Context: an optimization exercise on an open-source flow, tuned for small area, a short achievable clock period and few clock cycles. The choices shown serve that exercise and are no tape-out recipe. Only simulation tests tie the RTL to the original design; equivalence was not proved. No activity file was given, so power comes from the tool's default toggle rates.

`design/flow/standard.sh`:
```
#!/bin/bash
# synth_recipe.tcl (not shown) runs the flow's synth.tcl, then flattens the netlist and writes it again
# the make line also repeats each setting of config.mk as NAME=value (left out here)
make -C /OpenROAD-flow-scripts/flow DESIGN_CONFIG=/design/flow/config.mk WORK_HOME=/design/flow/orfs CLKGATE_MAP_FILE= SYNTH_SCRIPT=/design/flow/synth_recipe.tcl "${@:-finish}"
```
`design/flow/config.mk`:
```
export PLATFORM = sky130hd
export DESIGN_NAME = AtomBones
export DESIGN_NICKNAME = AtomBones
export VERILOG_FILES = /design/flow/design.v
export SDC_FILE = /design/flow/constraint.sdc
export NUM_CORES = 8
export LEC_CHECK = 0
export CAP_MARGIN = 30
export CORE_MARGIN = 2
export CORE_UTILIZATION = 60
export SLEW_MARGIN = 20
export SYNTH_HIERARCHICAL = 1
export SYNTH_MINIMUM_KEEP_SIZE = 0
```
`design/flow/flow/run.sh`:
```
#!/bin/bash
# Layout flow: the standard flow (standard.sh) with repair_timing asked to
# work down to a 28 ns period (setup margin 107 ns at the 135 ns clock)
# and faster port buffers. Tool output goes to standard.log here.
bash standard.sh SETUP_SLACK_MARGIN=107 "BUFFER_PORTS_ARGS=-buffer_cell sky130_fd_sc_hd__buf_2" finish > standard.log 2>&1
```
`design/flow/design.v`:
```
`timescale 1ns/1ps
`default_nettype none
module Decode
(
    input   wire    [31:0]  instr_i,
    output  wire    [4:0]   rd_o,
    output  wire    [4:0]   rs1_o,
    output  wire    [4:0]   rs2_o,
    output  wire    [2:0]   f3_o,
    output  wire            lui_o,
    output  wire            auipc_o,
    output  wire            jal_o,
    output  wire            jalr_o,
    output  wire            branch_o,
    output  wire            load_o,
    output  wire            store_o,
    output  wire            op_o,        
    output  wire            md_o,        
    output  wire            system_o,    
    output  wire            rd_we_o,     
    output  wire            use_rs1_o,
    output  wire            use_rs2_o,
    output  wire            sub_o,       
    output  wire            sra_o,
    output  wire    [31:0]  imm_o,       
    output  wire    [31:0]  bimm_o       
);
    wire [4:0] opc = instr_i[6:2];
    wire [2:0] f3  = instr_i[14:12];
    assign rd_o  = instr_i[11:7];
    assign rs1_o = instr_i[19:15];
    assign rs2_o = instr_i[24:20];
    assign f3_o  = f3;
    assign lui_o    = (opc == 5'b01101);
    assign auipc_o  = (opc == 5'b00101);
    assign jal_o    = (opc == 5'b11011);
    assign jalr_o   = (opc == 5'b11001);
    assign branch_o = (opc == 5'b11000);
    assign load_o   = (opc == 5'b00000);
    assign store_o  = (opc == 5'b01000);
    wire   opimm    = (opc == 5'b00100);
    wire   op       = (opc == 5'b01100);
    assign op_o     = op & ~instr_i[25];
    assign md_o     = op &  instr_i[25];
    assign system_o = (opc == 5'b11100);
    assign rd_we_o  = (rd_o != 5'd0) &
                      (lui_o | auipc_o | jal_o | jalr_o | load_o | opimm | op | system_o);
    assign use_rs1_o = ~(lui_o | auipc_o | jal_o);
    assign use_rs2_o = op | store_o | branch_o;
    assign sub_o = branch_o | ((op | opimm) & (f3 == 3'b010 | f3 == 3'b011)) |
                   (op & instr_i[30] & (f3 == 3'b000));
    assign sra_o = instr_i[30];
    wire [31:0] imm_i = {{20{instr_i[31]}}, instr_i[31:20]};
    wire [31:0] imm_s = {{20{instr_i[31]}}, instr_i[31:25], instr_i[11:7]};
    wire [31:0] imm_u = {instr_i[31:12], 12'd0};
    wire [31:0] imm_j = {{12{instr_i[31]}}, instr_i[19:12], instr_i[20], instr_i[30:21], 1'b0};
    assign imm_o = store_o ? imm_s :
                   (lui_o | auipc_o) ? imm_u :
                   jal_o ? imm_j : imm_i;
    assign bimm_o = {{20{instr_i[31]}}, instr_i[7], instr_i[30:25], instr_i[11:8], 1'b0};
endmodule
`default_nettype none
module RfAoi222 (input wire a1, a2, b1, b2, c1, c2, output wire y);
    assign y = ~((a1 & a2) | (b1 & b2) | (c1 & c2));
endmodule
module RfAoi22 (input wire a1, a2, b1, b2, output wire y);
    assign y = ~((a1 & a2) | (b1 & b2));
endmodule
module RfNand4 (input wire a, b, c, d, output wire y);
    assign y = ~(a & b & c & d);
endmodule
module RfNand3 (input wire a, b, c, output wire y);
    assign y = ~(a & b & c);
endmodule
module RfOr3 (input wire a, b, c, output wire y);
    assign y = a | b | c;
endmodule
module RfRdBit (input wire [30:0] s, input wire [30:0] d, output wire y);
    wire [10:0] t;
    genvar k;
    generate
        for (k = 0; k < 9; k = k + 1) begin : a3
            RfAoi222 u (.a1(s[3*k]), .a2(d[3*k]), .b1(s[3*k+1]), .b2(d[3*k+1]),
                        .c1(s[3*k+2]), .c2(d[3*k+2]), .y(t[k]));
        end
    endgenerate
    RfAoi22 u9  (.a1(s[27]), .a2(d[27]), .b1(s[28]), .b2(d[28]), .y(t[9]));
    RfAoi22 u10 (.a1(s[29]), .a2(d[29]), .b1(s[30]), .b2(d[30]), .y(t[10]));
    wire n0, n1, n2;
    RfNand4 v0 (.a(t[0]), .b(t[1]), .c(t[2]),  .d(t[3]), .y(n0));
    RfNand4 v1 (.a(t[4]), .b(t[5]), .c(t[6]),  .d(t[7]), .y(n1));
    RfNand3 v2 (.a(t[8]), .b(t[9]), .c(t[10]), .y(n2));
    RfOr3   w  (.a(n0), .b(n1), .c(n2), .y(y));
endmodule
module RegisterFile
(
    input   wire            Clk_i,
    input   wire            Rst_i,
    input   wire    [4:0]   Ra_Sel_i,
    output  wire    [31:0]  Ra_o,
    input   wire    [4:0]   Rb_Sel_i,
    output  wire    [31:0]  Rb_o,
    input   wire            Data_We_i,
    input   wire    [4:0]   Rd_Sel_i,
    input   wire    [31:0]  Data_i
);
    reg [31:1] valid;
    wire [31:0] regs [1:31];
    genvar g, b;
    generate
        for (g = 1; g < 32; g = g + 1) begin : r
            reg [31:0] q;
            always @(posedge Clk_i)
                if (Data_We_i && Rd_Sel_i == g)
                    q <= Data_i;
            assign regs[g] = q;
        end
    endgenerate
    always @(posedge Clk_i) begin
        if (Rst_i)
            valid <= 31'd0;
        else if (Data_We_i && Rd_Sel_i != 5'd0)
            valid[Rd_Sel_i] <= 1'b1;
    end
    wire [30:0] sa, sb;
    generate
        for (g = 1; g < 32; g = g + 1) begin : sel
            assign sa[g-1] = (Ra_Sel_i == g) & valid[g];
            assign sb[g-1] = (Rb_Sel_i == g) & valid[g];
        end
        for (b = 0; b < 32; b = b + 1) begin : rd
            wire [30:0] col;
            for (g = 1; g < 32; g = g + 1) begin : c
                assign col[g-1] = regs[g][b];
            end
            RfRdBit pa (.s(sa), .d(col), .y(Ra_o[b]));
            RfRdBit pb (.s(sb), .d(col), .y(Rb_o[b]));
        end
    endgenerate
endmodule
`default_nettype none
module RcAdd #(parameter W = 32)
(
    input   wire    [W-1:0] a_i,
    input   wire    [W-1:0] b_i,
    input   wire            c_i,
    output  wire    [W-1:0] s_o,
    output  wire            c_o
);
    wire [W:0] c;
    assign c[0] = c_i;
    genvar i;
    generate
        for (i = 0; i < W; i = i + 1) begin : fa
            assign s_o[i]  = a_i[i] ^ b_i[i] ^ c[i];
            assign c[i+1]  = (a_i[i] & b_i[i]) | (c[i] & (a_i[i] ^ b_i[i]));
        end
    endgenerate
    assign c_o = c[W];
endmodule
module Alu
(
    input   wire    [31:0]  a_i,
    input   wire    [31:0]  b_i,
    input   wire            sub_i,       
    input   wire    [2:0]   f3_i,        
    input   wire            sra_i,       
    input   wire            sh_ovr_i,    
    input   wire    [31:0]  sh_x_i,
    input   wire    [4:0]   sh_s_i,
    output  reg     [31:0]  result_o,
    output  wire    [31:0]  sum_o,
    output  wire    [31:0]  shift_o,
    output  wire            eq_o,
    output  wire            lt_o,
    output  wire            ltu_o
);
    wire carry;
    RcAdd #(.W(32)) add
    (
        .a_i    (a_i),
        .b_i    (b_i ^ {32{sub_i}}),
        .c_i    (sub_i),
        .s_o    (sum_o),
        .c_o    (carry)
    );
    wire [31:0] x_ab = a_i ^ b_i;
    assign eq_o  = ~|x_ab;
    assign ltu_o = ~carry;
    assign lt_o  = (a_i[31] ^ b_i[31]) ? a_i[31] : sum_o[31];
    function [31:0] reverse;
        input [31:0] x;
        integer k;
        begin
            for (k = 0; k < 32; k = k + 1)
                reverse[31-k] = x[k];
        end
    endfunction
    wire        left   = sh_ovr_i | (f3_i == 3'b001);
    wire [31:0] sh_src = sh_ovr_i ? sh_x_i : a_i;
    wire [4:0]  sh_amt = sh_ovr_i ? sh_s_i : b_i[4:0];
    wire [31:0] sh_in  = left ? reverse(sh_src) : sh_src;
    wire        sh_fill = sra_i & ~left & sh_src[31];
    /*verilator lint_off UNUSEDSIGNAL*/
    wire [32:0] sh_out = $signed({sh_fill, sh_in}) >>> sh_amt;
    /*verilator lint_on UNUSEDSIGNAL*/
    assign shift_o = left ? reverse(sh_out[31:0]) : sh_out[31:0];
    always @(*) begin
        case (f3_i)
            3'b000:  result_o = sum_o;
            3'b001:  result_o = shift_o;
            3'b010:  result_o = {31'd0, lt_o};
            3'b011:  result_o = {31'd0, ltu_o};
            3'b100:  result_o = x_ab;
            3'b101:  result_o = shift_o;
            3'b110:  result_o = a_i | b_i;
            default: result_o = a_i & b_i;
        endcase
    end
endmodule
module MulDiv
(
    input   wire            clk_i,
    input   wire            rst_i,
    input   wire    [31:0]  a_i,         
    input   wire    [31:0]  b_i,         
    input   wire    [2:0]   f3_i,        
    input   wire            go_i,        
    output  wire            done_o,      
    output  wire    [31:0]  res_o,
    output  wire    [31:0]  sh_x_o,      
    output  wire    [4:0]   sh_s_o,
    input   wire    [31:0]  sh_y_i
);
    reg         act;         
    reg [31:0]  P;           
    reg [31:0]  Q;           
    reg [31:0]  Bs;          
    reg [5:0]   cnt;         
    wire first  = ~act;
    wire is_div = f3_i[2];
    wire is_mul   = (f3_i[1:0] == 2'b00);
    wire a_signed = (f3_i[1:0] == 2'b01) | (f3_i[1:0] == 2'b10);
    wire corr     = ~is_mul & ~(f3_i[1:0] == 2'b01) & b_i[31];    
    wire [35:0] bx = {3'b000, b_i, 1'b0};
    wire [8:0]  g0 = bx[8:0];
    wire [8:0]  g1 = bx[16:8];
    wire [8:0]  g2 = bx[24:16];
    wire [8:0]  g3 = bx[32:24];
    wire nz1 = ~((g1 == 9'h000) | (g1 == 9'h1ff));
    wire nz2 = ~((g2 == 9'h000) | (g2 == 9'h1ff));
    wire nz3 = ~((g3 == 9'h000) | (g3 == 9'h1ff));
    wire [2:0] k0 = nz3 ? 3'd3 : nz2 ? 3'd2 : nz1 ? 3'd1 : 3'd0;
    wire [2:0] didx = first ? (is_mul ? k0 : 3'd0) : cnt[2:0];
    reg  [8:0] g;
    always @(*) begin
        case (didx)
            3'd0:    g = g0;
            3'd1:    g = g1;
            3'd2:    g = g2;
            3'd3:    g = g3;
            default: g = 9'b000000010;       
        endcase
    end
    wire [32:0] A33 = {a_signed & a_i[31], a_i};
    wire [39:0] pp [0:3];
    wire [3:0]  pneg;
    genvar gj;
    generate
        for (gj = 0; gj < 4; gj = gj + 1) begin : booth
            wire b2 = g[2*gj+2];
            wire b1 = g[2*gj+1];
            wire b0 = g[2*gj];
            wire one = b1 ^ b0;
            wire two = (b2 & ~b1 & ~b0) | (~b2 & b1 & b0);
            wire ng  = b2 & ~(b1 & b0);
            wire [33:0] m  = one ? {A33[32], A33} : (two ? {A33, 1'b0} : 34'd0);
            wire [33:0] mx = m ^ {34{ng}};
            wire [39:0] e  = {{6{mx[33]}}, mx};
            assign pp[gj]   = e << (2 * gj);
            assign pneg[gj] = ng;
        end
    endgenerate
    wire [39:0] X = first  ? 40'd0 :
                    is_mul ? {8'd0, P[23:0], 8'd0} :
                             {{8{P[31]}}, P};
    wire [39:0] nb = {33'd0, pneg[3], 1'b0, pneg[2], 1'b0, pneg[1], 1'b0, pneg[0]};
    wire [39:0] s1, c1, s2, c2, s3, c3, s4, c4;
    assign s1 = X ^ pp[0] ^ pp[1];
    assign c1 = {((X & pp[0]) | (pp[1] & (X ^ pp[0]))), 1'b0} ;
    assign s2 = pp[2] ^ pp[3] ^ nb;
    assign c2 = {((pp[2] & pp[3]) | (nb & (pp[2] ^ pp[3]))), 1'b0};
    assign s3 = s1 ^ c1 ^ s2;
    assign c3 = {((s1 & c1) | (s2 & (s1 ^ c1))), 1'b0};
    assign s4 = s3 ^ c3 ^ c2;
    assign c4 = {((s3 & c3) | (c2 & (s3 ^ c3))), 1'b0};
    wire [39:0] S;
    wire        clo;
    wire [19:0] shi0, shi1;
    RcAdd #(.W(20)) mfl  (.a_i(s4[19:0]),  .b_i(c4[19:0]),  .c_i(1'b0), .s_o(S[19:0]), .c_o(clo));
    RcAdd #(.W(20)) mfh0 (.a_i(s4[39:20]), .b_i(c4[39:20]), .c_i(1'b0), .s_o(shi0), .c_o());
    RcAdd #(.W(20)) mfh1 (.a_i(s4[39:20]), .b_i(c4[39:20]), .c_i(1'b1), .s_o(shi1), .c_o());
    assign S[39:20] = clo ? shi1 : shi0;
    wire        noshift  = is_mul | (didx == 3'd4);
    wire        mul_done = is_mul ? (didx == 3'd0) : ((didx == 3'd3) & ~corr) | (didx == 3'd4);
    wire [31:0] mul_res  = noshift ? S[31:0] : S[39:8];
    wire [2:0]  mul_cnt  = is_mul ? didx - 3'd1 : didx + 3'd1;
    wire sgn = ~f3_i[0];
    wire rem = f3_i[1];
    wire sa  = sgn & a_i[31];
    wire sb  = sgn & b_i[31];
    wire neg = rem ? sa : (sa ^ sb);
    wire fix = ~first & (cnt == 6'd0);       
    wire [32:0] t1 = {1'b0, P} - {1'b0, Bs};
    wire        q1 = ~t1[32];
    wire [31:0] R1 = q1 ? t1[31:0] : P;
    wire [31:0] t2;
    wire        c2o;
    RcAdd #(.W(32)) sub2
    (
        .a_i    (R1),
        .b_i    (~{1'b0, Bs[31:1]}),
        .c_i    (1'b1),
        .s_o    (t2),
        .c_o    (c2o)
    );
    wire        q2 = c2o;
    wire [31:0] R2 = q2 ? t2 : R1;
    wire        two = |cnt[5:1];
    wire [31:0] Rn = two ? R2 : R1;
    wire [31:0] Qn = two ? {Q[29:0], q1, q2} : {Q[30:0], q1};
    wire [31:0] raw = rem ? Rn : Qn;
    wire [31:0] nin  = first ? a_i : (rem ? P : Q);
    wire [31:0] nout, bneg;
    wire [32:0] na, nb2;
    assign na[0]  = 1'b1;
    assign nb2[0] = 1'b1;
    genvar gn;
    generate
        for (gn = 0; gn < 32; gn = gn + 1) begin : negs
            assign nout[gn]  = ~nin[gn] ^ na[gn];
            assign na[gn+1]  = ~nin[gn] & na[gn];
            assign bneg[gn]  = ~b_i[gn] ^ nb2[gn];
            assign nb2[gn+1] = ~b_i[gn] & nb2[gn];
        end
    endgenerate
    wire [31:0] amag = sa ? nout : a_i;
    wire [31:0] bmag = sb ? bneg : b_i;
    function [5:0] bitlen;
        input [31:0] x;
        integer k;
        begin
            bitlen = 6'd0;
            for (k = 0; k < 32; k = k + 1)
                if (x[k]) bitlen = k[5:0] + 6'd1;
        end
    endfunction
    wire [5:0] la = bitlen(amag);
    wire [5:0] lb = bitlen(bmag);
    wire       bz = ~|b_i;
    wire       a_lt_b = (la < lb);
    wire [5:0] s6 = la - lb;
    assign sh_x_o = bmag;
    assign sh_s_o = s6[4:0];
    wire [5:0] cnt_dec = cnt - (two ? 6'd2 : 6'd1);
    wire div_done = first ? (bz | a_lt_b) : (fix | (~two | (cnt == 6'd2)) & ~neg);
    wire [31:0] div_res = first ? ((rem | ~bz) ? (rem ? a_i : 32'd0) : 32'hffffffff)
                                : (fix ? nout : raw);
    assign done_o = is_div ? div_done : mul_done;
    assign res_o  = is_div ? div_res : mul_res;
    always @(posedge clk_i) begin
        if (rst_i)
            act <= 1'b0;
        else if (go_i)
            act <= ~done_o;
    end
    always @(posedge clk_i) begin
        if (go_i) begin
            if (is_div) begin
                if (first) begin
                    P   <= amag;
                    Q   <= 32'd0;
                    Bs  <= sh_y_i;
                    cnt <= s6 + 6'd1;
                end else begin
                    P   <= Rn;
                    Q   <= Qn;
                    Bs  <= {2'b00, Bs[31:2]};
                    cnt <= cnt_dec;
                end
            end else begin
                P   <= mul_res;
                cnt <= {3'd0, mul_cnt};
            end
        end
    end
endmodule
`default_nettype none
module CSR_Unit
(
    input   wire            clk_i,
    input   wire            rst_i,
    input   wire [11:0]     addr_i,
    output  wire [31:0]     data_o
);
    reg [63:0]  csr_cycle;
    wire [64:0] cy;
    assign cy[0] = 1'b1;
    genvar i;
    generate
        for (i = 0; i < 64; i = i + 1) begin : inc
            assign cy[i+1] = cy[i] & csr_cycle[i];
        end
    endgenerate
    always @(posedge clk_i) begin
        if (rst_i)
            csr_cycle <= 64'd0;
        else
            csr_cycle <= csr_cycle ^ cy[63:0];
    end
    assign data_o = (addr_i == 12'hc00) ? csr_cycle[31:0] :
                    (addr_i == 12'hc80) ? csr_cycle[63:32] : 32'd0;
endmodule
`default_nettype none
module AtomRV
(
    input   wire            clk_i,
    input   wire            rst_i,
    output  wire    [31:0]  imem_addr_o,
    input   wire    [31:0]  imem_data_i,
    output  wire            imem_valid_o,
    input   wire            imem_ack_i,
    output  wire    [31:0]  dmem_addr_o,
    input   wire    [31:0]  dmem_data_i,
    output  wire    [31:0]  dmem_data_o,
    output  wire     [3:0]  dmem_sel_o,
    output  wire            dmem_we_o,
    output  wire            dmem_valid_o,
    input   wire            dmem_ack_i
);
    reg  [31:2] pc_f;
    reg         fetch_en;
    reg         v_e;
    reg  [31:0] ir;
    reg  [31:2] pc_e;
    reg         p_e;         
    reg         m_v;         
    reg         m_we;        
    reg         m_wen;       
    reg         m_load;
    reg  [31:0] m_addr;
    reg  [31:0] m_data;      
    reg  [3:0]  m_sel;
    reg  [4:0]  m_rd;
    reg  [3:0]  m_lb0;
    reg         m_l1w, m_l1h, m_lhi;
    reg  [3:0]  m_ssel;
    wire [4:0]  rd, rs1, rs2;
    wire [2:0]  f3;
    wire        is_lui, is_auipc, is_jal, is_jalr, is_br, is_ld, is_st, is_op, is_md, is_sys;
    wire        rd_we, use1, use2, sub, sra;
    wire [31:0] imm, bimm;
    Decode decode
    (
        .instr_i    (ir),
        .rd_o       (rd),
        .rs1_o      (rs1),
        .rs2_o      (rs2),
        .f3_o       (f3),
        .lui_o      (is_lui),
        .auipc_o    (is_auipc),
        .jal_o      (is_jal),
        .jalr_o     (is_jalr),
        .branch_o   (is_br),
        .load_o     (is_ld),
        .store_o    (is_st),
        .op_o       (is_op),
        .md_o       (is_md),
        .system_o   (is_sys),
        .rd_we_o    (rd_we),
        .use_rs1_o  (use1),
        .use_rs2_o  (use2),
        .sub_o      (sub),
        .sra_o      (sra),
        .imm_o      (imm),
        .bimm_o     (bimm)
    );
    wire [31:0] rf1, rf2;
    wire [31:0] ld_val;
    wire        rf_we = m_wen;
    wire [31:0] rf_wd = m_load ? ld_val : m_data;
    RegisterFile rf
    (
        .Clk_i      (clk_i),
        .Rst_i      (rst_i),
        .Ra_Sel_i   (rs1),
        .Ra_o       (rf1),
        .Rb_Sel_i   (rs2),
        .Rb_o       (rf2),
        .Data_We_i  (rf_we),
        .Rd_Sel_i   (m_rd),
        .Data_i     (rf_wd)
    );
    wire m_fwd = m_wen & ~m_load;
    wire [31:0] rs1v = (m_fwd && m_rd == rs1) ? m_data : rf1;
    wire [31:0] rs2v = (m_fwd && m_rd == rs2) ? m_data : rf2;
    wire load_use = m_wen & m_load & ((use1 && m_rd == rs1) || (use2 && m_rd == rs2));
    wire csr_wait = is_sys & m_v;
    wire md_done;
    wire md_go    = v_e & is_md & ~m_v & ~load_use;
    wire ex_want  = v_e & ~load_use & ~csr_wait & ~(is_md & (m_v | ~md_done));
    wire mem_free = ~m_v | dmem_ack_i;
    wire ex_go    = ex_want & mem_free;
    wire ex_free  = ~v_e | ex_go;
    wire [31:0] pc_e32 = {pc_e, 2'b00};
    wire [31:0] op_a = is_lui ? 32'd0 : ((is_auipc | is_jal) ? pc_e32 : rs1v);
    wire [31:0] op_b = (is_op | is_md | is_br) ? rs2v : imm;
    wire [31:0] alu_res, sum, shift_out;
    wire        eq, lt, ltu;
    wire [31:0] md_sh_x;
    wire [4:0]  md_sh_s;
    wire [31:0] md_res;
    Alu alu
    (
        .a_i        (op_a),
        .b_i        (op_b),
        .sub_i      (sub),
        .f3_i       ((is_op | ~is_md & (ir[4] & ~ir[2])) ? f3 : 3'b000),
        .sra_i      (sra),
        .sh_ovr_i   (is_md),
        .sh_x_i     (md_sh_x),
        .sh_s_i     (md_sh_s),
        .result_o   (alu_res),
        .sum_o      (sum),
        .shift_o    (shift_out),
        .eq_o       (eq),
        .lt_o       (lt),
        .ltu_o      (ltu)
    );
    MulDiv muldiv
    (
        .clk_i      (clk_i),
        .rst_i      (rst_i),
        .a_i        (rs1v),
        .b_i        (rs2v),
        .f3_i       (f3),
        .go_i       (md_go),
        .done_o     (md_done),
        .res_o      (md_res),
        .sh_x_o     (md_sh_x),
        .sh_s_o     (md_sh_s),
        .sh_y_i     (shift_out)
    );
    wire [31:2] tsum;
    RcAdd #(.W(30)) tadd (.a_i(pc_e), .b_i(p_e ? 30'd1 : bimm[31:2]), .c_i(1'b0), .s_o(tsum), .c_o());
    wire br_cond = (f3[2] ? (f3[1] ? ltu : lt) : eq) ^ f3[0];
    wire taken   = is_jal | is_jalr | (is_br & (br_cond ^ p_e));
    wire [31:2] target = is_br ? tsum : sum[31:2];
    wire [31:0] csr_val;
    CSR_Unit csr_unit
    (
        .clk_i      (clk_i),
        .rst_i      (rst_i),
        .addr_i     (ir[31:20]),
        .data_o     (csr_val)
    );
    reg [31:0] ex_res;
    always @(*) begin
        if (is_st)
            ex_res = f3[1] ? rs2v : (f3[0] ? {2{rs2v[15:0]}} : {4{rs2v[7:0]}});
        else if (is_jal | is_jalr)
            ex_res = {pc_f, 2'b00};      
        else if (is_sys)
            ex_res = csr_val;
        else if (is_md)
            ex_res = md_res;
        else
            ex_res = alu_res;
    end
    reg [3:0] ld_lb0, ld_ssel;
    always @(*) begin
        case (f3[1:0])
            2'b00:   ld_lb0 = 4'b0001 << sum[1:0];
            2'b01:   ld_lb0 = sum[1] ? 4'b0100 : 4'b0001;
            default: ld_lb0 = 4'b0001;
        endcase
        case ({f3[2], f3[1:0]})
            3'b000:  ld_ssel = 4'b0001 << sum[1:0];
            3'b001:  ld_ssel = sum[1] ? 4'b1000 : 4'b0010;
            default: ld_ssel = 4'b0000;
        endcase
    end
    reg [3:0] st_sel;
    always @(*) begin
        case (f3[1:0])
            2'b00:   st_sel = 4'b0001 << sum[1:0];
            2'b01:   st_sel = sum[1] ? 4'b1100 : 4'b0011;
            default: st_sel = 4'b1111;
        endcase
    end
    wire redirect = ex_go & taken;
    wire [31:2] pc_inc;
    wire [30:0] pcc;
    assign pcc[0] = 1'b1;
    genvar gi;
    generate
        for (gi = 0; gi < 30; gi = gi + 1) begin : pcinc
            assign pc_inc[gi+2] = pc_f[gi+2] ^ pcc[gi];
            assign pcc[gi+1]    = pc_f[gi+2] & pcc[gi];
        end
    endgenerate
    wire fetched  = fetch_en & imem_ack_i;
    wire [31:0] fi = imem_data_i;
    wire        f_bwd = (fi[6:2] == 5'b11000) & fi[31];
    wire [10:0] f_off = {fi[31], fi[7], fi[30:25], fi[11:9]};
    wire [11:0] f_lo  = {1'b0, pc_f[12:2]} + {1'b0, f_off};
    wire [31:13] pc_hi_dec;
    wire [19:0] phb;
    assign phb[0] = 1'b1;
    genvar gh;
    generate
        for (gh = 0; gh < 19; gh = gh + 1) begin : hidec
            assign pc_hi_dec[gh+13] = pc_f[gh+13] ^ phb[gh];
            assign phb[gh+1]        = ~pc_f[gh+13] & phb[gh];
        end
    endgenerate
    wire [31:2] f_target = {f_lo[11] ? pc_f[31:13] : pc_hi_dec, f_lo[10:0]};
    assign imem_addr_o  = {pc_f, 2'b00};
    assign imem_valid_o = fetch_en;
    always @(posedge clk_i) begin
        if (rst_i) begin
            fetch_en <= 1'b0;
            pc_f     <= 30'd0;
            v_e      <= 1'b0;
        end else begin
            fetch_en <= 1'b1;
            if (redirect) begin
                pc_f <= target;
                v_e  <= 1'b0;
            end else if (ex_free) begin
                v_e  <= fetched;
                if (fetched)
                    pc_f <= f_bwd ? f_target : pc_inc;
            end
        end
    end
    always @(posedge clk_i) begin
        if (ex_free) begin
            ir   <= imem_data_i;
            pc_e <= pc_f;
            p_e  <= f_bwd;
        end
    end
    always @(posedge clk_i) begin
        if (rst_i) begin
            m_v   <= 1'b0;
            m_wen <= 1'b0;
        end else if (mem_free) begin
            m_v   <= ex_want & (is_ld | is_st);
            m_wen <= ex_want & rd_we;
        end
    end
    always @(posedge clk_i) begin
        if (mem_free) begin
            m_we   <= is_st;
            m_load <= is_ld;
            m_addr <= sum;
            m_data <= ex_res;
            m_sel  <= st_sel;
            m_rd   <= rd;
            m_lb0  <= ld_lb0;
            m_l1w  <= f3[1] | (f3[0] & ~sum[1]);
            m_l1h  <= ~f3[1] & f3[0] & sum[1];
            m_lhi  <= f3[1];
            m_ssel <= ld_ssel;
        end
    end
    assign dmem_valid_o = m_v;
    assign dmem_we_o    = m_we;
    assign dmem_addr_o  = {m_addr[31:2], 2'b00};
    assign dmem_sel_o   = m_sel;
    assign dmem_data_o  = m_data;
    wire [31:0] d = dmem_data_i;
    wire        ld_sign = |(m_ssel & {d[31], d[23], d[15], d[7]});
    wire [7:0]  ld_b0 = ({8{m_lb0[0]}} & d[7:0])   | ({8{m_lb0[1]}} & d[15:8]) |
                        ({8{m_lb0[2]}} & d[23:16]) | ({8{m_lb0[3]}} & d[31:24]);
    wire [7:0]  ld_b1 = m_l1w ? d[15:8] : (m_l1h ? d[31:24] : {8{ld_sign}});
    wire [15:0] ld_hi = m_lhi ? d[31:16] : {16{ld_sign}};
    assign ld_val = {ld_hi, ld_b1, ld_b0};
endmodule
`default_nettype none
 module AtomBones
(
    input   wire    clk_i,
    input   wire    rst_i,
    output  wire    [31:0]  imem_addr_o,     
    input   wire    [31:0]  imem_data_i,     
    output  wire            imem_valid_o,    
    input   wire            imem_ack_i,      
    output  wire    [31:0]  dmem_addr_o,     
    input   wire    [31:0]  dmem_data_i,     
    output  wire    [31:0]  dmem_data_o,     
    output  wire    [3:0]   dmem_sel_o,      
    output  wire            dmem_we_o,       
    output  wire            dmem_valid_o,    
    input   wire            dmem_ack_i       
);
    AtomRV atom_core
    (
        .clk_i          (clk_i),   
        .rst_i          (rst_i),   
        .imem_addr_o    (imem_addr_o),   
        .imem_data_i    (imem_data_i),   
        .imem_valid_o   (imem_valid_o),   
        .imem_ack_i     (imem_ack_i),   
        .dmem_addr_o    (dmem_addr_o),   
        .dmem_data_i    (dmem_data_i),   
        .dmem_data_o    (dmem_data_o),   
        .dmem_sel_o     (dmem_sel_o),   
        .dmem_we_o      (dmem_we_o),   
        .dmem_valid_o   (dmem_valid_o),   
        .dmem_ack_i     (dmem_ack_i)
    );
endmodule
```
`design/flow/constraint.sdc`:
```
create_clock -name core_clock -period 135.0 [get_ports {clk_i}]
set_input_delay 27.0000 -clock core_clock [delete_from_list [all_inputs] [get_ports {clk_i}]]
set_output_delay 27.0000 -clock core_clock [all_outputs]
set_load 0.01 [all_outputs]
```
==> summary.txt, run 1 <==
Arr. time, crit path = 1.61 ns
Total of max-cap violations = 1
Final clock skew = 0.122 ns
Violated Checks = capacitance limit, slew limit
Setup violations, final = 0
Hold Vio Cnt, Final = 0
Setup repair after global routing missed its margin = true
Clock-pin transition on the worst setup and hold timing paths = 0.06 ns
Bufs and invs on worst path = 1
Classification of the worst-slack hold path = reg -> reg
Clock root buffer = sky130_fd_sc_hd__clkbuf_16
Status = complete, but fails checks
Part of the total power dissipated in sequential elements = 47.6%
Path type of the worst setup path = reg -> out
Post-route DRC = 0
Final worst path period need = 28.61 ns
Clock network fraction of design power = 39.5%
Power Internal = 0.740 mW
Clock Tree Buf Depth = 3
Filler cells = 10500
Aggregate routed wire length = 378000 um
Post-cts hold buffer count = 0
Floorplan die height = 386 um
Power per cell area = 10.2 nW/um2
Detail Placement HPWL = 253000 um
Mean area per synthesized cell = 11.2 um2
Global-route wire length before repair = 518000 um
Longest individual stage delay on the worst path = 0.63 ns
Number of global-route vias before repair = 73000
Number of vias in the routed layout = 78000
CTS tree = yes
Worst Max-Slew Pin Slew = 1.65 ns
Inserted Clock Buffers = 143
Sw frac = 27.5%
Required time of the critical path = 108.00 ns
H-Tree Level Count = 4
Critical Path End Type = output port
Total clock sinks = 1368
TritonRoute pass-1 iters = 15
Cell family with most CP delay = flip-flops
Ys Warns = 11
Aggregate global-route resource usage = 48.0%
Startpoint type of the worst setup path = flip-flop
Total Nets Final = 8789
Routed vias/inst = 7.65
DIE WIDTH = 386 um
Fraction of layout cells with a size suffix above 1 = 18.8%
Design area = 100000 um2
Row cnt = 140
Relative max-transition margin = -9.85%
Max rail drop VDD = 12.1 uV
Die area = 149000 um2
Highest achievable clock rate = 34.9 MHz
Initial Utilization = 60.3%
Number of antenna violations at the first check in global routing = 32
Synthesized instance count = 7810
Maximum number of pins on one net before global-route repair = 98
CP Cell Sequence = buf_2
Total net switching power = 0.281 mW
Cell Area, Placed = 91900 um2
Area of the mapped netlist = 87700 um2
Combinational fraction of design power = 12.8%
DRT iter0 DRCs = 17300
Number of top-level pins = 171
Worst-path maximum fanout = 2
Remaining global-route overflow = 0
Wire length per cell = 37.1 um
Area added between synthesis and finish = 14.2%
Final weighted congestion in routability-driven placement = 1.05
Port Buf Inserts = 164
Skew-Pair Late Insertion Delay = 0.88 ns
Leakage component of the power = 37.4 nW
Final Cycle Share = 21.2%
ANT nets after route = 0
Final total negative setup slack = 0 ns
Standard cell with the maximum stage delay on the critical path = sky130_fd_sc_hd__edfxtp_1
Max-slew violation count = 61
CORE AREA = 145000 um2
state kept, by name (all words and copies together), names as in the netlist, 30 cells and up:
name	count
atom_core.muldiv.Q	32
atom_core.rf.valid	31
atom_core.csr_unit.csr_cycle	64
atom_core.pc_f	30
atom_core.m_data	32
atom_core.rf.r.q	992
atom_core.m_addr	30
atom_core.ir	30
atom_core.muldiv.Bs	32
atom_core.pc_e	30
atom_core.muldiv.P	32
layout by cell type, fill, tap and decap left out, types with 260 or more instances in the layout:
cell type and count:
sky130_fd_sc_hd__edfxtp_1 1238, sky130_fd_sc_hd__fa_1 260, sky130_fd_sc_hd__ha_1 302, sky130_fd_sc_hd__mux2i_1 384, sky130_fd_sc_hd__buf_4 383, sky130_fd_sc_hd__a222oi_1 585
sky130_fd_sc_hd__nor2_1 477, sky130_fd_sc_hd__inv_1 489, sky130_fd_sc_hd__a21oi_1 470, sky130_fd_sc_hd__nand2_1 459
cell type report:
| class | instances | area [um2] | area share [%] |
|---|---|---|---|
| Antenna cell | 20 | 50.0 | 0.0500 |
| Clock buffer | 185 | 3780 | 3.77 |
| Clock inverter | 74 | 975 | 0.973 |
| Inverter | 498 | 1880 | 1.88 |
| Multi-Input combinational cell | 5530 | 46300 | 46.2 |
| Sequential cell | 1368 | 39900 | 39.8 |
| Tap cell | 1917 | 2400 | 2.39 |
| Timing Repair Buffer | 603 | 4870 | 4.87 |
metrics by stage:
stage	utilization [%]	hold WS (ns)	total power, mW	setup WS, ns	std cells
6_report	68.9	0.463	1.02	106.39	10200
5_1_grt	68.9	0.505	1.04	106.40	10200
4_1_cts	67.8	0.453	1.00	106.43	10100
3_5_place_dp	63.2	0.440	0.598	105.41	9688
3_3_place_gp	63.2	0.428	0.595	105.50	9685
2_1_floorplan	-	0.417	0.553	106.05	7819
metal layers:
layer  vias up  track usage, %  share of wire, %
met3      1657            20.8                18
met1     37700            63.3                34
met5         -            1.69              0.16
met2      7355            65.3                40
li1      31300               -                 -
met4        30            27.9               7.5
power groups by stage:
stage / sequential, mW / clock, mW / combinational, mW
finish: 0.487 / 0.404 / 0.131
global route: 0.487 / 0.417 / 0.134
CTS: 0.486 / 0.401 / 0.113
detailed placement: 0.498 / 0 / 0.0992
global placement: 0.498 / 0 / 0.0971
floorplan: 0.493 / 0 / 0.0600
worst paths after layout:
| kind | startpoint | endpoint | slack (ns) | cells after the start |
|---|---|---|---|---|
| max | atom_core.m_data[23] | dmem_data_o[23] | 106.39 | 1 |
| max reg2reg | atom_core.ir[23] | atom_core.m_data[30] | 113.87 | 61 |
| min reg2reg | atom_core.csr_unit.csr_cycle[0] | atom_core.csr_unit.csr_cycle[0] | 0.46 | 1 |
| min | atom_core.csr_unit.csr_cycle[0] | atom_core.csr_unit.csr_cycle[0] | 0.46 | 1 |
what timing repair did:
action,4_1_cts,5_1_grt
pin swaps,44,39
buffers inserted,108,58
endpoints found under the setup margin,934,640
cloned,19,33
gates resized for setup,219,126
endpoints found under the hold margin,0,0
Testbench counts, summed over its fixed seeds: cycles 515,098.
==> run 2, diff against run 1 <==
--- a/design/flow/design.v
+++ b/design/flow/design.v
@@ -228,13 +228,16 @@
     input   wire            go_i,        
     output  wire            done_o,      
     output  wire    [31:0]  res_o,
+    input   wire    [31:0]  p_i,
+    input   wire    [31:0]  q_i,
+    output  wire    [31:0]  q_o,         
     output  wire    [31:0]  sh_x_o,      
     output  wire    [4:0]   sh_s_o,
     input   wire    [31:0]  sh_y_i
 );
     reg         act;         
-    reg [31:0]  P;           
-    reg [31:0]  Q;           
+    wire [31:0] P = p_i;     
+    wire [31:0] Q = q_i;     
     reg [31:0]  Bs;          
     reg [5:0]   cnt;         
     wire first  = ~act;
@@ -367,7 +370,8 @@
     wire [31:0] div_res = first ? ((rem | ~bz) ? (rem ? a_i : 32'd0) : 32'hffffffff)
                                 : (fix ? nout : raw);
     assign done_o = is_div ? div_done : mul_done;
-    assign res_o  = is_div ? div_res : mul_res;
+    assign res_o  = is_div ? (div_done ? div_res : (first ? amag : Rn)) : mul_res;
+    assign q_o    = first ? 32'd0 : Qn;
     always @(posedge clk_i) begin
         if (rst_i)
             act <= 1'b0;
@@ -378,18 +382,13 @@
         if (go_i) begin
             if (is_div) begin
                 if (first) begin
-                    P   <= amag;
-                    Q   <= 32'd0;
                     Bs  <= sh_y_i;
                     cnt <= s6 + 6'd1;
                 end else begin
-                    P   <= Rn;
-                    Q   <= Qn;
                     Bs  <= {2'b00, Bs[31:2]};
                     cnt <= cnt_dec;
                 end
             end else begin
-                P   <= mul_res;
                 cnt <= {3'd0, mul_cnt};
             end
         end
@@ -520,6 +519,7 @@
     wire [31:0] md_sh_x;
     wire [4:0]  md_sh_s;
     wire [31:0] md_res;
+    wire [31:0] md_q;
     Alu alu
     (
         .a_i        (op_a),
@@ -547,6 +547,9 @@
         .go_i       (md_go),
         .done_o     (md_done),
         .res_o      (md_res),
+        .p_i        (m_data),
+        .q_i        (m_addr),
+        .q_o        (md_q),
         .sh_x_o     (md_sh_x),
         .sh_s_o     (md_sh_s),
         .sh_y_i     (shift_out)
@@ -664,7 +667,7 @@
         if (mem_free) begin
             m_we   <= is_st;
             m_load <= is_ld;
-            m_addr <= sum;
+            m_addr <= is_md ? md_q : sum;
             m_data <= ex_res;
             m_sel  <= st_sel;
             m_rd   <= rd;
==> design/flow/flow/run.sh (replaced) <==
#!/bin/bash
# Layout flow: the standard flow (standard.sh) with repair_timing asked to
# work the paths to and from the ports down to a 28.6 ns period (setup
# margin 106.4 ns at the 135 ns clock), no gate cloning, faster port
# buffers, and a clock tree of smaller buffers without dummy loads.
# Tool output goes to standard.log here.
bash standard.sh SETUP_SLACK_MARGIN=106.4 SKIP_GATE_CLONING=1 \
  "BUFFER_PORTS_ARGS=-buffer_cell sky130_fd_sc_hd__buf_2" \
  "CTS_ARGS=-sink_clustering_enable -repair_clock_nets -dont_use_dummy_load -buf_list {sky130_fd_sc_hd__clkbuf_8}" \
  finish > standard.log 2>&1
--- a/design/flow/config.mk
+++ b/design/flow/config.mk
@@ -7,7 +7,7 @@
 export LEC_CHECK = 0
 export CAP_MARGIN = 30
 export CORE_MARGIN = 2
-export CORE_UTILIZATION = 60
+export CORE_UTILIZATION = 45
 export SLEW_MARGIN = 20
 export SYNTH_HIERARCHICAL = 1
 export SYNTH_MINIMUM_KEEP_SIZE = 0
==> run 2 against run 1 <==
The run now finishes clean. Final cell count increased by 4.2%. Critical endpoint is now dmem_data_o[1]. Hold slack got worse by 0.014 ns. Flip-flop and latch count shrank 62. Highest routed layer unchanged. Sequential power is 4.3% lower. Wire length rose by 9.3%. Critical path depth increased by 1.
==> summary.txt, run 2 <==
Area added between synthesis and finish = 10.4%
Max-slew violation count = 0
Longest individual stage delay on the worst path = 0.50 ns
CP Cell Sequence = buf_12, buf_6
Fraction of layout cells with a size suffix above 1 = 18.6%
Max rail drop VDD = 8.22 uV
Global-route wire length before repair = 560000 um
Power per cell area = 9.90 nW/um2
TritonRoute pass-1 iters = 12
Total clock sinks = 1306
Setup violations, final = 0
Clock Tree Buf Depth = 3
Total Nets Final = 8718
Cell Area, Placed = 91800 um2
Row cnt = 161
Aggregate routed wire length = 413000 um
Classification of the worst-slack hold path = reg -> reg
Total of max-cap violations = 0
Aggregate global-route resource usage = 40.4%
Ys Warns = 11
Detail Placement HPWL = 281000 um
Skew-Pair Late Insertion Delay = 1.07 ns
Footprint of the multi-input gates = 45600 um2
Path type of the worst setup path = reg -> out
Clock-pin transition on the worst setup and hold timing paths = 0.05 ns
RR Startpoint = atom_core.ir[24]
Leakage component of the power = 35.7 nW
Final weighted congestion in routability-driven placement = 1.08
DIE WIDTH = 444 um
Area of the mapped netlist = 87100 um2
DRT iter0 DRCs = 15200
CTS tree = yes
Maximum number of pins on one net before global-route repair = 129
Worst setup path startpoint = atom_core.m_data[1]
Highest achievable clock rate = 34.7 MHz
Filler cells = 17200
Commonest non-fill, non-tap cell in the layout = sky130_fd_sc_hd__edfxtp_1
Critical Path End Type = output port
Met2 GRT Util = 56.3%
Setup repair after global routing missed its margin = true
Inserted Clock Buffers = 217
Mean area per synthesized cell = 11.2 um2
Met1 track demand over resource = 52.7%
Post-cts hold buffer count = 0
Met3 capacity usage during global routing = 16.8%
Routed vias/inst = 7.25
Design area = 96100 um2
Final total negative setup slack = 0 ns
Number of antenna violations at the first check in global routing = 60
Synthesized instance count = 7773
Floorplan die height = 444 um
Bufs and invs on worst path = 2
CORE AREA = 192000 um2
Number of top-level pins = 171
Hold Vio Cnt, Final = 0
Final clock skew = 0.266 ns
Arr. time, crit path = 1.78 ns
Post-Route Hold Slack = 0.450 ns
Number of vias in the routed layout = 77000
ANT nets after route = 0
Remaining global-route overflow = 0
Wire length per cell = 38.9 um
Final Cycle Share = 21.3%
Cell family with most CP delay = flip-flops
Standard cell with the maximum stage delay on the critical path = sky130_fd_sc_hd__edfxtp_1
Required time of the critical path = 108.00 ns
Most frequent cells in the layout = sky130_fd_sc_hd__edfxtp_1 (1176), sky130_fd_sc_hd__a222oi_1 (582), sky130_fd_sc_hd__inv_1 (480)
Clock root buffer = sky130_fd_sc_hd__clkbuf_8
Status = no timing/DRC/antenna violations
Port Buf Inserts = 164
Post-route DRC = 0
Startpoint type of the worst setup path = flip-flop
Final worst path period need = 28.78 ns
Largest registers in the final layout = atom_core.rf.r.q (992), atom_core.csr_unit.csr_cycle (64)
Relative max-transition margin = 23.9%
Die area = 197000 um2
Worst-path maximum fanout = 2
Max reg flops = 992
Register Area = 38000 um2
Grt peak-use layer = met2
H-Tree Level Count = 4
Initial Utilization = 45.3%
Reg with most FFs = atom_core.rf.r.q
Min-Delay Startpoint = atom_core.csr_unit.csr_cycle[0]
Number of global-route vias before repair = 71400
Worst Max-Slew Pin Slew = 1.14 ns
[run 2: worst paths after layout]
check / to / slack [ns] / cells past startpoint
setup / recovery: dmem_data_o[1] / 106.22 / 2
hold reg to reg: atom_core.csr_unit.csr_cycle[0] / 0.45 / 1
setup reg to reg: atom_core.m_data[31] / 113.33 / 63
hold / removal: atom_core.csr_unit.csr_cycle[0] / 0.45 / 1
[run 2: where the power goes]
part | internal (mW) | switching, mW
Sequential | 0.459 | 0.00670
Clock | 0.140 | 0.149
Combinational | 0.0591 | 0.138
[run 2: area by class of cell]
type,count,share of cell area [%]
sequential,1306,39.5
inverter,485,1.90
tap,2526,3.29
clock buffer,217,3.11
timing repair buffer,580,4.65
antenna,28,0.0729
multi-input combinational,5479,47.4
[run 2: routing by layer]
layer,vias up,wire (um)
met5,-,565
li1,31000,-
met2,6406,167000
met1,38200,150000
met4,44,28400
met3,1387,67300
[run 2: stage by stage]
step / power [mW] / instances / setup slack [ns] / utilization (%)
6_report: 0.952 / 10600 / 106.22 / 50.0
2_1_floorplan: 0.564 / 7782 / 105.98 / -
5_1_grt: 0.970 / 10600 / 106.22 / 49.9
4_1_cts: 0.939 / 10600 / 106.19 / 49.9
3_5_place_dp: 0.645 / 10300 / 105.31 / 47.7
3_3_place_gp: 0.642 / 10300 / 105.36 / 47.7
[run 2: what timing repair did]
action,CTS,global route
setup buffers,78,4
resized for setup,126,2
endpoints found under the setup margin,98,35
pin swaps,0,1
Testbench counts of run 2, summed over its fixed seeds: cycles 515,098.
==> run 3, diff against run 2 <==
--- a/design/flow/flow/run.sh
+++ b/design/flow/flow/run.sh
@@ -6,5 +6,5 @@
 # Tool output goes to standard.log here.
 bash standard.sh SETUP_SLACK_MARGIN=106.4 SKIP_GATE_CLONING=1 \
   "BUFFER_PORTS_ARGS=-buffer_cell sky130_fd_sc_hd__buf_2" \
-  "CTS_ARGS=-sink_clustering_enable -repair_clock_nets -dont_use_dummy_load -buf_list {sky130_fd_sc_hd__clkbuf_8}" \
+  "CTS_ARGS=-sink_clustering_enable -repair_clock_nets -dont_use_dummy_load -buf_list {sky130_fd_sc_hd__clkbuf_4 sky130_fd_sc_hd__clkbuf_8}" \
   finish > standard.log 2>&1
==> run 3 against run 2 <==
Flip-flop and latch count unchanged. Largest cell class unchanged. Critical endpoint unchanged. Die area did not move. Clock skew stayed put. Critical path type unchanged. Still clean. Largest power group unchanged. Global-route usage stayed put.
==> summary.txt, run 3 <==
Status = no timing/DRC/antenna violations
Number of global-route vias before repair = 71400
Worst Max-Slew Pin Slew = 1.14 ns
Worst slack after detailed placement = 105.31 ns
Worst-path maximum fanout = 2
Routed vias/inst = 7.25
Area of the mapped netlist = 87100 um2
Aggregate routed wire length = 413000 um
H-Tree Level Count = 4
Commonest non-fill, non-tap cell in the layout = sky130_fd_sc_hd__edfxtp_1
Area added between synthesis and finish = 10.4%
Final clock skew = 0.266 ns
Detail Placement HPWL = 281000 um
Startpoint type of the worst setup path = flip-flop
Path type of the worst setup path = reg -> out
Total Nets Final = 8718
Total net switching power = 0.294 mW
Wire length per cell = 38.9 um
TritonRoute pass-1 iters = 12
Die area = 197000 um2
Total clock sinks = 1306
Number of cell instances on the worst register-to-register path = 63
Final setup slack of the worst path = 106.22 ns
Required time of the critical path = 108.00 ns
Number of top-level pins = 171
Aggregate global-route resource usage = 40.4%
Skew-Pair Late Insertion Delay = 1.07 ns
Post-Route Hold Slack = 0.450 ns
DIE WIDTH = 444 um
Port Buf Inserts = 164
Setup repair after global routing missed its margin = true
CORE AREA = 192000 um2
Part of the total power dissipated in sequential elements = 48.9%
Maximum number of pins on one net before global-route repair = 129
Max-slew violation count = 0
Leakage component of the power = 35.7 nW
Power per cell area = 9.90 nW/um2
Arr. time, crit path = 1.78 ns
Remaining global-route overflow = 0
Ys Warns = 11
CTS tree = yes
Synthesized instance count = 7773
Row cnt = 161
Critical Path End Type = output port
Final worst path period need = 28.78 ns
Post-route DRC = 0
Clock root buffer = sky130_fd_sc_hd__clkbuf_8
Final Core Density = 50.0%
Classification of the worst-slack hold path = reg -> reg
Number of antenna violations at the first check in global routing = 60
Highest achievable clock rate = 34.7 MHz
Setup violations, final = 0
Design area = 96100 um2
Cell total after placement = 10300
Mean area per synthesized cell = 11.2 um2
Final instance count without filler cells = 10600
Floorplan die height = 444 um
Total of max-cap violations = 0
Fraction of layout cells with a size suffix above 1 = 18.6%
Post-route total power = 0.952 mW
Clock-pin transition on the worst setup and hold timing paths = 0.05 ns
Sw frac = 30.9%
Combinational fraction of design power = 20.7%
Initial Utilization = 45.3%
Inserted Clock Buffers = 217
Hold Vio Cnt, Final = 0
Clock Tree Buf Depth = 3
Power Internal = 0.658 mW
Number of vias in the routed layout = 77000
Final weighted congestion in routability-driven placement = 1.08
Final total negative setup slack = 0 ns
Hold Path Cell Cnt = 1
Final Cycle Share = 21.3%
Most frequent cells in the layout = sky130_fd_sc_hd__edfxtp_1 (1176), sky130_fd_sc_hd__a222oi_1 (582), sky130_fd_sc_hd__inv_1 (480)
ANT nets after route = 0
Largest registers in the final layout = atom_core.rf.r.q (992), atom_core.csr_unit.csr_cycle (64)
Clock network fraction of design power = 30.4%
Max reg flops = 992
Max rail drop VDD = 8.22 uV
Cell Area, Placed = 91800 um2
Relative max-transition margin = 23.9%
Reg with most FFs = atom_core.rf.r.q
DRT iter0 DRCs = 15200
Global-route wire length before repair = 560000 um
-- run 3: what timing repair did --
item,4_1_cts,5_1_grt
buffers inserted,78,4
pin swaps,0,1
hold buffers,0,0
gates resized for setup,126,2
endpoints found under the setup margin,98,35
-- run 3: per-layer routing --
layer / GRT usage (%) / wire [um] / vias to the layer above
li1: - / - / 31000
met1: 52.7 / 150000 / 38200
met2: 56.3 / 167000 / 6406
met3: 16.8 / 67300 / 1387
met4: 22.5 / 28400 / 44
met5: 0 / 565 / -
-- run 3: area by class of cell --
| class | instances | area (um2) |
|---|---|---|
| antenna | 28 | 70.1 |
| clock buffer | 217 | 2990 |
| fill | 17200 | 96200 |
| inverter | 485 | 1820 |
| multi-input combinational | 5479 | 45600 |
| sequential | 1306 | 38000 |
| tap | 2526 | 3160 |
| timing repair buffer | 580 | 4470 |
-- run 3: final timing paths --
| check | from | endpoint | slack [ns] |
|---|---|---|---|
| min | atom_core.csr_unit.csr_cycle[0] | atom_core.csr_unit.csr_cycle[0] | 0.45 |
| max | atom_core.m_data[1] | dmem_data_o[1] | 106.22 |
| max reg2reg | atom_core.ir[24] | atom_core.m_data[31] | 113.33 |
| min reg2reg | atom_core.csr_unit.csr_cycle[0] | atom_core.csr_unit.csr_cycle[0] | 0.45 |
-- run 3: power by group through the flow --
stage          Clock [mW]  Sequential [mW]  Combinational (mW)
3_3_place_gp            0            0.479               0.164
2_1_floorplan           0            0.474              0.0899
4_1_cts             0.288            0.465               0.185
5_1_grt             0.304            0.466               0.200
3_5_place_dp            0            0.479               0.166
6_report            0.289            0.466               0.197
-- run 3: worst max-delay path, stage by stage, from the launching register on --
cell	delay, ns
sky130_fd_sc_hd__edfxtp_1	0.50
sky130_fd_sc_hd__buf_12	0.20
sky130_fd_sc_hd__buf_6	0.11
==> run 4, diff against run 3 <==
--- a/design/flow/flow/run.sh
+++ b/design/flow/flow/run.sh
@@ -6,5 +6,5 @@
 # Tool output goes to standard.log here.
 bash standard.sh SETUP_SLACK_MARGIN=106.4 SKIP_GATE_CLONING=1 \
   "BUFFER_PORTS_ARGS=-buffer_cell sky130_fd_sc_hd__buf_2" \
-  "CTS_ARGS=-sink_clustering_enable -repair_clock_nets -dont_use_dummy_load -buf_list {sky130_fd_sc_hd__clkbuf_4 sky130_fd_sc_hd__clkbuf_8}" \
+  "CTS_ARGS=-sink_clustering_enable -repair_clock_nets -dont_use_dummy_load -buf_list {sky130_fd_sc_hd__clkbuf_4}" \
   finish > standard.log 2>&1
--- a/design/flow/config.mk
+++ b/design/flow/config.mk
@@ -7,7 +7,7 @@
 export LEC_CHECK = 0
 export CAP_MARGIN = 30
 export CORE_MARGIN = 2
-export CORE_UTILIZATION = 45
+export CORE_UTILIZATION = 50
 export SLEW_MARGIN = 20
 export SYNTH_HIERARCHICAL = 1
 export SYNTH_MINIMUM_KEEP_SIZE = 0
==> run 4 against run 3 <==
Still clean on timing, DRC and antenna. Total power is 1.6% lower. Via count is 1.1% higher. Area after synthesis unchanged. First-iteration DRC count is 0.66% higher. Sequential power about the same. Flip-flop and latch count did not move. Core utilization rose by 5.6 points. Wire length grew 3.8%. Critical path depth fell by 1. Clock-buffer cell count increased by 135. Worst setup slack worse by 0.42 ns. Critical endpoint is now dmem_addr_o[24]. Largest cell class unchanged.
==> summary.txt, run 4 <==
Number of top-level pins = 171
Max reg flops = 992
Worst-path maximum fanout = 4
Number of global-route vias before repair = 72700
Post-route total power = 0.937 mW
Detail Placement HPWL = 298000 um
Commonest non-fill, non-tap cell in the layout = sky130_fd_sc_hd__edfxtp_1
Maximum number of pins on one net before global-route repair = 96
Final Cycle Share = 21.6%
Cell total after placement = 10100
CORE AREA = 173000 um2
Hold Vio Cnt, Final = 0
Remaining global-route overflow = 0
Inserted Clock Buffers = 352
Die area = 178000 um2
Status = no timing/DRC/antenna violations
Port Buf Inserts = 164
Total Nets Final = 8906
Number of antenna violations at the first check in global routing = 63
TritonRoute pass-1 iters = 11
Longest individual stage delay on the worst path = 0.54 ns
Aggregate routed wire length = 428000 um
DRT iter0 DRCs = 15300
Number of vias in the routed layout = 77800
Area added between synthesis and finish = 10.6%
Max rail drop VDD = 9.72 uV
Cell family with most CP delay = flip-flops
Critical Path End Type = output port
Skew-Pair Late Insertion Delay = 1.45 ns
Worst Max-Slew Pin Slew = 1.39 ns
Startpoint type of the worst setup path = flip-flop
Standard cell with the maximum stage delay on the critical path = sky130_fd_sc_hd__edfxtp_1
Clock Tree Buf Depth = 4
Routed vias/inst = 7.34
Synthesized instance count = 7773
Mean area per synthesized cell = 11.2 um2
Fraction of layout cells with a size suffix above 1 = 20.4%
CTS tree = yes
Area of the mapped netlist = 87100 um2
Path type of the worst setup path = reg -> out
Power per cell area = 9.73 nW/um2
Final weighted congestion in routability-driven placement = 1.06
Clock-pin transition on the worst setup and hold timing paths = 0.06 ns
Aggregate global-route resource usage = 46.8%
Bufs and invs on worst path = 1
Arr. time, crit path = 2.19 ns
Ys Warns = 11
Final worst path period need = 29.19 ns
Final total negative setup slack = 0 ns
Total clock sinks = 1306
Most frequent cells in the layout = sky130_fd_sc_hd__edfxtp_1 (1176), sky130_fd_sc_hd__a222oi_1 (582), sky130_fd_sc_hd__inv_1 (480)
Largest registers in the final layout = atom_core.rf.r.q (992), atom_core.csr_unit.csr_cycle (64)
Wire length per cell = 40.4 um
Clock root buffer = sky130_fd_sc_hd__clkbuf_4
Setup repair after global routing missed its margin = true
CP Cell Sequence = buf_2
H-Tree Level Count = 5
Reg with most FFs = atom_core.rf.r.q
Relative max-transition margin = 7.20%
ANT nets after route = 0
Classification of the worst-slack hold path = reg -> reg
Final instance count without filler cells = 10600
Filler cells = 15200
DIE WIDTH = 421 um
Setup violations, final = 0
Initial Utilization = 50.2%
Total of max-cap violations = 0
Floorplan die height = 421 um
Global-route wire length before repair = 581000 um
Required time of the critical path = 108.00 ns
Highest achievable clock rate = 34.3 MHz
Row cnt = 153
Final clock skew = 0.227 ns
Max-slew violation count = 0
Leakage component of the power = 36.1 nW
Post-route DRC = 0
run 4: cell types whose count changed in the layout (fill, tap and decap cells not counted), moves of 5 or more:
cell / delta
sky130_fd_sc_hd__dfxtp_2: +9
sky130_fd_sc_hd__clkbuf_4: +353
sky130_fd_sc_hd__buf_4: +39
sky130_fd_sc_hd__clkbuf_8: -217
sky130_fd_sc_hd__buf_6: +56
sky130_fd_sc_hd__dfxtp_1: -5
sky130_fd_sc_hd__buf_2: -49
run 4: timing repair:
item / 4_1_cts / 5_1_grt
buffers inserted: 88 / 15
hold buffers: 0 / 0
endpoints found under the hold margin: 0 / 0
gates cloned: 0 / 0
endpoints found under the setup margin: 99 / 112
gates resized for setup: 219 / 9
run 4: area by class of cell:
class	instances	area, um2	area share [%]
well taps	2325	2910	3.02
clock buffers	352	2640	2.74
flip-flops and latches	1306	38000	39.5
repair buffers	633	5260	5.46
inverters	485	1820	1.89
multi-input cells	5479	45600	47.3
diodes	29	72.6	0.0753
run 4: worst register-to-register path, delay by kind of cell (launching register included):
kind / cells / cell delay (ns)
compound gates: 6 / 2.42
xor+xnor: 1 / 0.20
fa+ha+maj: 32 / 12.72
buf+inv: 6 / 1.79
flops: 1 / 0.75
mux: 4 / 1.26
simple gates: 5 / 2.28
run 4: stage by stage:
step / cell area, um2 / setup WS, ns / utilization (%) / hold WS (ns)
6_report: 96300 / 105.81 / 55.5 / 0.461
5_1_grt: 96300 / 105.81 / 55.5 / 0.463
4_1_cts: 96100 / 105.74 / 55.4 / 0.457
3_5_place_dp: 91800 / 105.25 / 53.0 / 0.444
3_3_place_gp: 91700 / 105.29 / 52.9 / 0.429
2_1_floorplan: 87400 / 105.98 / - / 0.417
run 4: metal layers:
| metal | track usage [%] | vias to the layer above | part of all wire (%) |
|---|---|---|---|
| li1 | - | 31500 | - |
| met1 | 59.4 | 38400 | 36 |
| met2 | 67.2 | 6456 | 42 |
| met3 | 15.6 | 1441 | 14 |
| met4 | 32.6 | 40 | 8.7 |
| met5 | 0 | - | 0.070 |
run 4: final timing paths:
check | from | endpoint | cells past startpoint | slack (ns)
worst min register to register | atom_core.csr_unit.csr_cycle[0] | atom_core.csr_unit.csr_cycle[0] | 1 | 0.46
worst max register to register | atom_core.ir[23] | atom_core.pc_f[27] | 54 | 113.37
worst max-delay path | atom_core.m_addr[24] | dmem_addr_o[24] | 1 | 105.81
worst min-delay path | atom_core.csr_unit.csr_cycle[0] | atom_core.csr_unit.csr_cycle[0] | 1 | 0.46
run 4: power breakdown:
part	internal (mW)	leakage [nW]	total [mW]	switching (mW)
clock	0.118	1.62	0.269	0.151
combinational	0.0615	22.4	0.203	0.141
sequential	0.459	12.1	0.465	0.00663
total	0.638	36.1	0.937	0.299
==> run 5, diff against run 4 <==
--- a/design/flow/flow/run.sh
+++ b/design/flow/flow/run.sh
@@ -6,5 +6,5 @@
 # Tool output goes to standard.log here.
 bash standard.sh SETUP_SLACK_MARGIN=106.4 SKIP_GATE_CLONING=1 \
   "BUFFER_PORTS_ARGS=-buffer_cell sky130_fd_sc_hd__buf_2" \
-  "CTS_ARGS=-sink_clustering_enable -repair_clock_nets -dont_use_dummy_load -buf_list {sky130_fd_sc_hd__clkbuf_4}" \
+  "CTS_ARGS=-sink_clustering_enable -repair_clock_nets -dont_use_dummy_load -sink_clustering_size 20 -buf_list {sky130_fd_sc_hd__clkbuf_4 sky130_fd_sc_hd__clkbuf_8}" \
   finish > standard.log 2>&1
==> run 5 against run 4 <==
Area after synthesis did not move. Critical endpoint unchanged. Critical path depth did not move. Total power rose by 1.6%. Worst setup slack improved by 0.38 ns. Largest cell class unchanged. Cell area fell by 0.12%. Still clean. Sequential power barely moved. Maximum frequency rose by 1.3%. Via count fell by 1.1%. Combinational power barely moved. Flip-flop and latch count did not move. Hold slack got worse by 0.00057 ns. Sequential share of layout area barely moved.
==> summary.txt, run 5 <==
Status = no timing/DRC/antenna violations
Max reg flops = 992
Critical Path End Type = output port
Fraction of layout cells with a size suffix above 1 = 18.7%
DRT iter0 DRCs = 14800
Post-cts hold buffer count = 0
H-Tree Level Count = 4
Routed vias/inst = 7.36
Clock-pin transition on the worst setup and hold timing paths = 0.06 ns
CTS tree = yes
Number of vias in the routed layout = 77000
Port Buf Inserts = 164
Wire length per cell = 40.8 um
DIE WIDTH = 421 um
Total clock sinks = 1306
Longest individual stage delay on the worst path = 0.55 ns
Detail Placement HPWL = 298000 um
Global-route wire length before repair = 578000 um
Final Cycle Share = 21.3%
Design area = 96200 um2
Worst-path maximum fanout = 4
Aggregate routed wire length = 427000 um
Max-slew violation count = 0
Final weighted congestion in routability-driven placement = 1.06
ANT nets after route = 0
Final worst path period need = 28.82 ns
Required time of the critical path = 108.00 ns
CP Cell Sequence = buf_2
Hold Vio Cnt, Final = 0
Final instance count without filler cells = 10500
CORE AREA = 173000 um2
Standard cell with the maximum stage delay on the critical path = sky130_fd_sc_hd__edfxtp_1
Commonest non-fill, non-tap cell in the layout = sky130_fd_sc_hd__edfxtp_1
Initial Utilization = 50.2%
Final Core Density = 55.5%
Number of top-level pins = 171
Bufs and invs on worst path = 1
Arr. time, crit path = 1.82 ns
Startpoint type of the worst setup path = flip-flop
TritonRoute pass-1 iters = 13
Inserted Clock Buffers = 212
Mean area per synthesized cell = 11.2 um2
Largest registers in the final layout = atom_core.rf.r.q (992), atom_core.csr_unit.csr_cycle (64)
Maximum number of pins on one net before global-route repair = 96
Final setup slack of the worst path = 106.18 ns
Remaining global-route overflow = 0
Area added between synthesis and finish = 10.4%
Clock root buffer = sky130_fd_sc_hd__clkbuf_8
Highest achievable clock rate = 34.7 MHz
Leakage component of the power = 35.9 nW
Total of max-cap violations = 0
Total Nets Final = 8748
Classification of the worst-slack hold path = reg -> reg
Die area = 178000 um2
Floorplan die height = 421 um
Aggregate global-route resource usage = 46.6%
Most frequent cells in the layout = sky130_fd_sc_hd__edfxtp_1 (1176), sky130_fd_sc_hd__a222oi_1 (582), sky130_fd_sc_hd__inv_1 (480)
Final clock skew = 0.209 ns
Synthesized instance count = 7773
Cell Area, Placed = 91800 um2
Setup violations, final = 0
Ys Warns = 11
Cell total after placement = 10100
Area of the mapped netlist = 87100 um2
Post-route DRC = 0
Worst Max-Slew Pin Slew = 1.23 ns
Skew-Pair Late Insertion Delay = 1.07 ns
Row cnt = 153
Power per cell area = 9.89 nW/um2
Final total negative setup slack = 0 ns
Number of global-route vias before repair = 71700
Max rail drop VDD = 14.8 uV
Reg with most FFs = atom_core.rf.r.q
Worst slack after detailed placement = 105.25 ns
Path type of the worst setup path = reg -> out
Number of antenna violations at the first check in global routing = 67
Clock Tree Buf Depth = 3
Relative max-transition margin = 17.9%
Cell family with most CP delay = flip-flops
Setup repair after global routing missed its margin = true
run 5: power breakdown:
| part | switching (mW) | internal (mW) | leakage, nW | total [mW] |
|---|---|---|---|---|
| sequential | 0.00686 | 0.459 | 12.0 | 0.466 |
| combinational | 0.141 | 0.0605 | 22.3 | 0.201 |
| clock | 0.148 | 0.137 | 1.52 | 0.285 |
run 5: area by class of cell:
| type | instances | area [um2] |
|---|---|---|
| Antenna cell | 35 | 87.6 |
| Clock buffer | 212 | 2920 |
| Fill cell | 15200 | 77200 |
| Inverter | 485 | 1820 |
| Multi-Input combinational cell | 5479 | 45600 |
| Sequential cell | 1306 | 38000 |
| Tap cell | 2325 | 2910 |
| Timing Repair Buffer | 615 | 4870 |
run 5: layer usage:
layer	vias up	wire, um	global-route usage (%)
met5	-	284	0.269
met4	36	37400	33.0
met3	1406	60700	15.5
met2	6357	178000	66.8
met1	38100	150000	59.0
li1	31100	-	-
run 5: final timing paths:
check	start	end	slack [ns]	cells after the start
worst max register to register	atom_core.ir[23]	atom_core.pc_f[27]	113.50	54
worst max-delay path	atom_core.m_addr[24]	dmem_addr_o[24]	106.18	1
worst min register to register	atom_core.csr_unit.csr_cycle[0]	atom_core.csr_unit.csr_cycle[0]	0.46	1
worst min-delay path	atom_core.csr_unit.csr_cycle[0]	atom_core.csr_unit.csr_cycle[0]	0.46	1
run 5: through the flow:
step	total power, mW	hold slack, ns
global route	0.968	0.463
global placement	0.644	0.429
detailed placement	0.647	0.444
CTS	0.937	0.457
floorplan	0.564	0.417
finish	0.952	0.460
run 5: what timing repair did:
item	in CTS	in global routing
buffers inserted	69	13
pin swaps	0	1
setup endpoints to repair	147	169
gates resized for setup	151	8

## separate check: timing with driven ports
No port has a modelled driver above. Below, the same layouts with a new extraction and two added sets of constraints.
Step 1 (the two cells are an assumption about what drives the block):
set clk [get_ports {clk_i}]
set_driving_cell -lib_cell sky130_fd_sc_hd__clkbuf_16 $clk
set_driving_cell -lib_cell sky130_fd_sc_hd__buf_2 [delete_from_list [all_inputs] $clk]
Step 2 adds t to the input delays and takes it off the output delays; t is the mean of the earliest and latest rising clock arrival at the registers after step 1. Input paths then give back, and output paths get back, about the clock's delay inside the block.
Slacks: ideal / step 1 / step 2; pairs: ideal / step 1.
run | t, ns | slack for setup (ns) | clock arrival spread, ns | slew at the worst register clock pin (ns)
run 1 | 0.910 | 106.385 / 106.295 / 105.472 | 0.122 / 0.123 | 0.07 / 0.07
run 2 | 1.013 | 106.221 / 106.141 / 105.458 | 0.266 / 0.266 | 0.07 / 0.07
run 3 | 1.013 | 106.221 / 106.141 / 105.458 | 0.266 / 0.266 | 0.07 / 0.07
run 4 | 1.441 | 105.806 / 105.706 / 105.163 | 0.232 / 0.232 | 0.08 / 0.08
run 5 | 1.050 | 106.181 / 106.094 / 105.449 | 0.209 / 0.209 | 0.07 / 0.07
The setup slack of run 1, which loses most, moves by -0.090 ns with the drivers and by -0.913 ns with both steps.
